Background: an optimization exercise with open tools, aiming at small area. Do not read the settings as production practice. Only simulation tests tie the RTL to the original design; equivalence was not proved. Power is estimated from default activity; no workload was simulated.

Design sap1_top, start of the top module:
module sap1_top (
    input  wire        clk,
    input  wire        btnC,
    input  wire        btnR,
    input  wire        btnL,
    input  wire [15:0] sw,
    output wire        sclk,
    output wire        mosi,
    output wire        cs_n,
    output wire [6:0]  seg,
    output wire [3:0]  an,
    output wire [15:0] led
);
For scale: about 950 cells after synthesis, ~190 flip-flops, roughly 50 I/O pins, roughly 0.0080 sq mm of cells after synthesis.
export LEC_CHECK = 0
export CAP_MARGIN = 20
export CORE_MARGIN = 2
export CORE_UTILIZATION = 65
export CTS_BUF_LIST = sky130_fd_sc_hd__clkbuf_8
export CTS_CLUSTER_DIAMETER = 60
export CTS_CLUSTER_SIZE = 12
export PLACE_DENSITY = 0.75
export SLEW_MARGIN = 20
create_clock -name core_clock -period 15.0 [get_ports {clk}]
standard.sh (not shown) runs the stock make flow with config.mk's settings and CLKGATE_MAP_FILE= SYNTH_SCRIPT=/design/flow/synth_recipe.tcl, a recipe that flattens the netlist after the stock synthesis.
==> flow/flow/run.sh <==
#!/bin/bash
# Standard layout with these changes: synthesis maps the logic with an
# area-oriented abc script (flow/area.abc) and without the adder-cell step
# (registers are untouched), the ports are buffered with the smallest
# buffer, and the clock tree is built from mid-size buffers without dummy
# loads.
set -euo pipefail
export MY_ABC_SCRIPT="$PWD/flow/area.abc"
bash standard.sh SYNTH_SCRIPT="$PWD/flow/synth.tcl" ADDER_MAP_FILE= \
  BUFFER_PORTS_ARGS="-buffer_cell sky130_fd_sc_hd__buf_1" \
  CTS_ARGS="-sink_clustering_enable -repair_clock_nets -buf_list sky130_fd_sc_hd__clkbuf_8 -sink_clustering_size 12 -sink_clustering_max_diameter 60 -dont_use_dummy_load" \
  finish > make_flow.log 2>&1
==> flow/flow/area.abc <==
&get -n
&st
&syn3
&dch -f
&put
amap
topo
dnsize -c
==> flow/flow/synth.tcl <==
proc synth {args} { yosys synth -nofsm -noshare {*}$args }
proc abc {args} {
  if {[info exists ::env(MY_ABC_SCRIPT)]} {
    set i [lsearch -exact $args -script]
    if {$i >= 0} { lset args [expr {$i + 1}] $::env(MY_ABC_SCRIPT) }
  }
  yosys abc {*}$args
}
source $::env(SCRIPTS_DIR)/synth.tcl
# left out here: clear keep_hierarchy, flatten, clean up, hide names made inside functions, write 1_2_yosys.v
==> next run, changes <==
--- a/flow/design.v
+++ b/flow/design.v
@@ -244,21 +244,20 @@
                 ((pc == 3'd1) & ((cst == 3'd1) | (((cst == 3'd2) | (cst == 3'd3)) & op_lda)));
   wire b_pend = (pc[2:1] == 2'd0) |
                 ((pc == 3'd2) & ((cst == 3'd1) | (((cst == 3'd2) | (cst == 3'd3)) & op_as)));
   wire commit_ab = pe & (ist == INPUT_B) & bR & ~bL;
   wire fetch_w = pe & ex & (cst == 3'd2);
   always @(posedge clk)
     if (commit_ab && a_pend) ra <= inA;
     else if (fetch_w && pc == 3'd1 && psng) ra <= 8'd0;
   always @(posedge clk)
     if (commit_ab && b_pend) rb <= sst[7:0];
-    else if (fetch_w && pc == 3'd2 && psng) rb <= 8'd0;
   reg [5:0]  bc;     
   reg        sck;
   reg [10:0] snap;
   wire [2:0] s_pc  = snap[9:7];
   wire [2:0] s_cst = snap[2:0];
   wire       s_a   = (s_pc >= 3'd2) | ((s_pc == 3'd1) & ((s_cst == 3'd0) | (s_cst >= 3'd4)));
   wire       s_b   = (s_pc >= 3'd3) | ((s_pc == 3'd2) & ((s_cst == 3'd0) | (s_cst >= 3'd4)));
   wire       s_c   = (s_pc >= 3'd3) | ((s_pc == 3'd2) & ((s_cst == 3'd0) | (s_cst == 3'd5)));
   wire       sending = ~&bc;
   assign snap_ld = ~sending & (q[4:2] == 3'b110);
The new run produced a clean layout.
Cell count came out lower by 1.3%.
Power came out lower by about 0.5%.
Worst setup slack loses 0.015 ns.
Global-route usage came out lower by 0.40 points.
Final area stays flat.
Die area is about the same.
Wire length came out lower by about 1.8%.
Core utilization hardly moves.
Sequential share of layout area barely changes.
Count of clock-buffer cells in the layout stays the same.
Hold slack gains 0.024 ns.

* * *

## old
sap1_top, a different RTL version from the one above (not shown whole).
Size: about 930 cells after synthesis, about 50 I/O pins, ~0.0078 sq mm of cells after synthesis.
## sap1_top
module sap1_top (
    input  wire        clk,
    input  wire        btnC,
    input  wire        btnR,
    input  wire        btnL,
    input  wire [15:0] sw,
    output wire        sclk,
    output wire        mosi,
    output wire        cs_n,
    output wire [6:0]  seg,
    output wire [3:0]  an,
    output wire [15:0] led
);
clock: 15.0 ns
lec_check: 0
cap_margin: 20
core_margin: 2
core_utilization: 65
cts_buf_list: sky130_fd_sc_hd__clkbuf_8
cts_cluster_diameter: 60
cts_cluster_size: 12
place_density: 0.75
slew_margin: 20
Scripts as last shown in full above: flow/flow/run.sh, flow/flow/area.abc, flow/flow/synth.tcl
Looking at the reports, old completed the entire flow and the layout it produced met the timing, DRC and antenna checks.
Here is what was changed in the inputs of new compared with old.
--- a/flow/design.v
+++ b/flow/design.v
@@ -88,13 +88,13 @@
     end
   endgenerate
   reg [2:0] ist;
   reg       wen;
   reg       psng;
   reg [3:0] song;    
-  reg [2:0] wc;      
+  reg [7:0] inA;
   wire      ex = (ist == EXECUTE);
   wire      snap_ld;
   wire      wr_last;
   always @(posedge clk)
     if (rst) begin
       ist <= IDLE;
@@ -146,12 +146,29 @@
         default: begin
           ist <= IDLE;
           wen <= 1'b0;
         end
       endcase
     end
+  always @(posedge clk)
+    if (cv) inA <= {cv_t[2:0], cv_u[3], cv_u[2:0], cv_b};
+    else if (pe) begin
+      if (ist == INPUT_A && bR) inA <= sst[7:0];
+      if ((ist == SELECT_PROG && bR && sst[13]) || (ist == INPUT_B && bR)) inA[2:0] <= 3'd0;
+      if (ist == WRITE_RAM) inA[2:0] <= inA[2:0] + 3'd1;
+    end
+  assign wr_last = (inA[2:0] == (psng ? 3'd2 : 3'd7));
+  always @(posedge clk)
+    if (cv) song[2:0] <= {cv_h[1:0], cv_t[3]};
+    else if (pe) begin
+      if (ist == SELECT_PROG && bR) begin
+        psng <= sst[13];
+        if (sst[13]) song <= sst[5:2];
+        else song[0] <= (sst[15:14] == 2'b10);
+      end
+    end
   reg [2:0] cst;    
   reg [2:0] pc;
   reg       irk;
   reg [3:0] irn;
   wire [1:0] opc = irk ? 2'b11 : irn[1:0];                  
   wire [3:0] opr = irk ? irn : {irn[3], irn[3], irn[3], irn[2]};   
@@ -194,44 +211,24 @@
     if (pe && cst == 3'd5) cy <= op_sub;
     else if (alu_w && cst == 3'd4) cy <= lt_i;
     else if (alu_s) cy <= c_o;
   wire       pre_halt = ex & (cst == 3'd2) & op_hlt;
   wire       cv  = pre_halt & q[4] & (~q[3] | (q[2:0] == 3'd0));
   wire       cv0 = (q[3:0] == 4'd0);
-  wire [3:0] cv_u = cv0 ? 4'd0 : add3(song);
-  wire [3:0] cv_t = cv0 ? 4'd0 : add3({wc, psng});
-  wire [2:0] cv_h = cv0 ? 3'd0 : pc;
+  wire [3:0] cv_u = cv0 ? 4'd0 : add3(inA[3:0]);
+  wire [3:0] cv_t = cv0 ? 4'd0 : add3(inA[7:4]);
+  wire [2:0] cv_h = cv0 ? 3'd0 : song[2:0];
   wire [7:0] acc_r = {acc[1], acc[2], acc[3], acc[4], acc[5], acc[6], acc[7], acc[8]};
   wire       cv_b = q[3] ? acc[0] : acc_r[q[2:0]];
   always @(posedge clk)
-    if (cv) wc <= cv_t[2:0];
-    else if (pe) begin
-      if ((ist == SELECT_PROG && bR && sst[13]) || (ist == INPUT_B && bR)) wc <= 3'd0;
-      if (ist == WRITE_RAM) wc <= wc + 3'd1;
-    end
-  assign wr_last = (wc == (psng ? 3'd2 : 3'd7));
-  always @(posedge clk)
-    if (cv) begin
-      song <= {cv_u[2:0], cv_b};
-      psng <= cv_u[3];
-    end else if (pe) begin
-      if (ist == SELECT_PROG && bR) begin
-        psng <= sst[13];
-        if (sst[13]) song <= sst[5:2];
-        else song[0] <= (sst[15:14] == 2'b10);
-      end
-    end
-  always @(posedge clk)
     if (rst) cst <= 3'd0;
     else if (ne && ex) cst <= (cst == 3'd5) ? 3'd0 : cst + 3'd1;
   always @(posedge clk)
     if (rst) begin
       pc <= 3'd0; irk <= 1'b0; irn <= 4'd0;
       acc <= 9'd0; udf <= 1'b0;
-    end else if (cv) begin
-      pc <= {cv_h[1:0], cv_t[3]};
     end else if (pe && ex) begin
       case (cst)
         3'd1: pc <= pc + 3'd1;
         3'd2: begin
           irk <= ins[4];
           irn <= ins[3:0];
@@ -247,16 +244,17 @@
                 ((pc == 3'd1) & ((cst == 3'd1) | (((cst == 3'd2) | (cst == 3'd3)) & op_lda)));
   wire b_pend = (pc[2:1] == 2'd0) |
                 ((pc == 3'd2) & ((cst == 3'd1) | (((cst == 3'd2) | (cst == 3'd3)) & op_as)));
   wire commit_ab = pe & (ist == INPUT_B) & bR & ~bL;
   wire fetch_w = pe & ex & (cst == 3'd2);
   always @(posedge clk)
-    if (commit_ab && a_pend) ra <= rb;
+    if (commit_ab && a_pend) ra <= inA;
     else if (fetch_w && pc == 3'd1 && psng) ra <= 8'd0;
   always @(posedge clk)
-    if ((commit_ab && b_pend) || (pe && ist == INPUT_A && bR && a_pend)) rb <= sst[7:0];
+    if (commit_ab && b_pend) rb <= sst[7:0];
+    else if (fetch_w && pc == 3'd2 && psng) rb <= 8'd0;
   reg [5:0]  bc;     
   reg        sck;
   reg [10:0] snap;
   wire [2:0] s_pc  = snap[9:7];
   wire [2:0] s_cst = snap[2:0];
   wire       s_a   = (s_pc >= 3'd2) | ((s_pc == 3'd1) & ((s_cst == 3'd0) | (s_cst >= 3'd4)));
@@ -327,13 +325,13 @@
         4'd8: add3 = 4'd11;
         4'd9: add3 = 4'd12;
         default: add3 = d;
       endcase
     end
   endfunction
-  wire [10:0] bcd = {pc, wc, psng, song};
+  wire [10:0] bcd = {song[2:0], inA};
   wire        ge100 = (bcd[10:8] != 3'd0);
   wire        ge10  = ge100 | (bcd[7:4] != 4'd0);
   reg  [1:0] dsp;
   reg  [2:0] mode;
   always @(posedge clk) begin
     dsp  <= q[5:4];
Results
sky130_fd_sc_hd__a222oi_1 as the library cell contributing the largest single delay on the critical path was reported by old, and sky130_fd_sc_hd__dfxtp_1 by new. Delta (new minus old): maximum number of pins on one net before global-route repair lower, hold violation total from the final report saw little to no change, design area saw an increase. When new is measured against old, its sum of buffers and inverters on the critical path turns out 2 lower. new against old: proportion of power drawn by flip-flops and latches has increased, power rose about 2.4%, post-layout instance count excluding filler cells moved up, setup slack now sits lower, non-clock buffer count shows a reduction of 1.

-- afterwards: timing with drivers on the ports --
No port has a modelled driver above. Below, the same layouts with a new extraction and two added sets of constraints.
Step 1 assumes that a clkbuf_16 drives the clock port and a buf_2 every other input.
Step 2 also shifts input and output timing later by t, the mid clock arrival at the registers, as if the neighbouring blocks saw the same clock.
Slacks: ideal ports / drivers / drivers and shift; pairs: ideal ports / drivers.
run | t (ns) | slack for setup (ns) | worst setup path after step 2 | worst register clock-pin slew, ns | worst slew at a driven data input, ns
the first run of note 1 | 0.496 | 8.570 / 8.530 / 9.026 | register to output | 0.10 / 0.10 | 0.03
the second run of note 1 | 0.480 | 8.556 / 8.518 / 8.998 | register to output | 0.09 / 0.09 | 0.05
old | 0.477 | 8.633 / 8.596 / 9.073 | register to output | 0.10 / 0.10 | 0.04
new | 0.490 | 8.514 / 8.478 / 8.968 | register to output | 0.10 / 0.10 | 0.04
After both steps setup and hold are still met in every run listed.
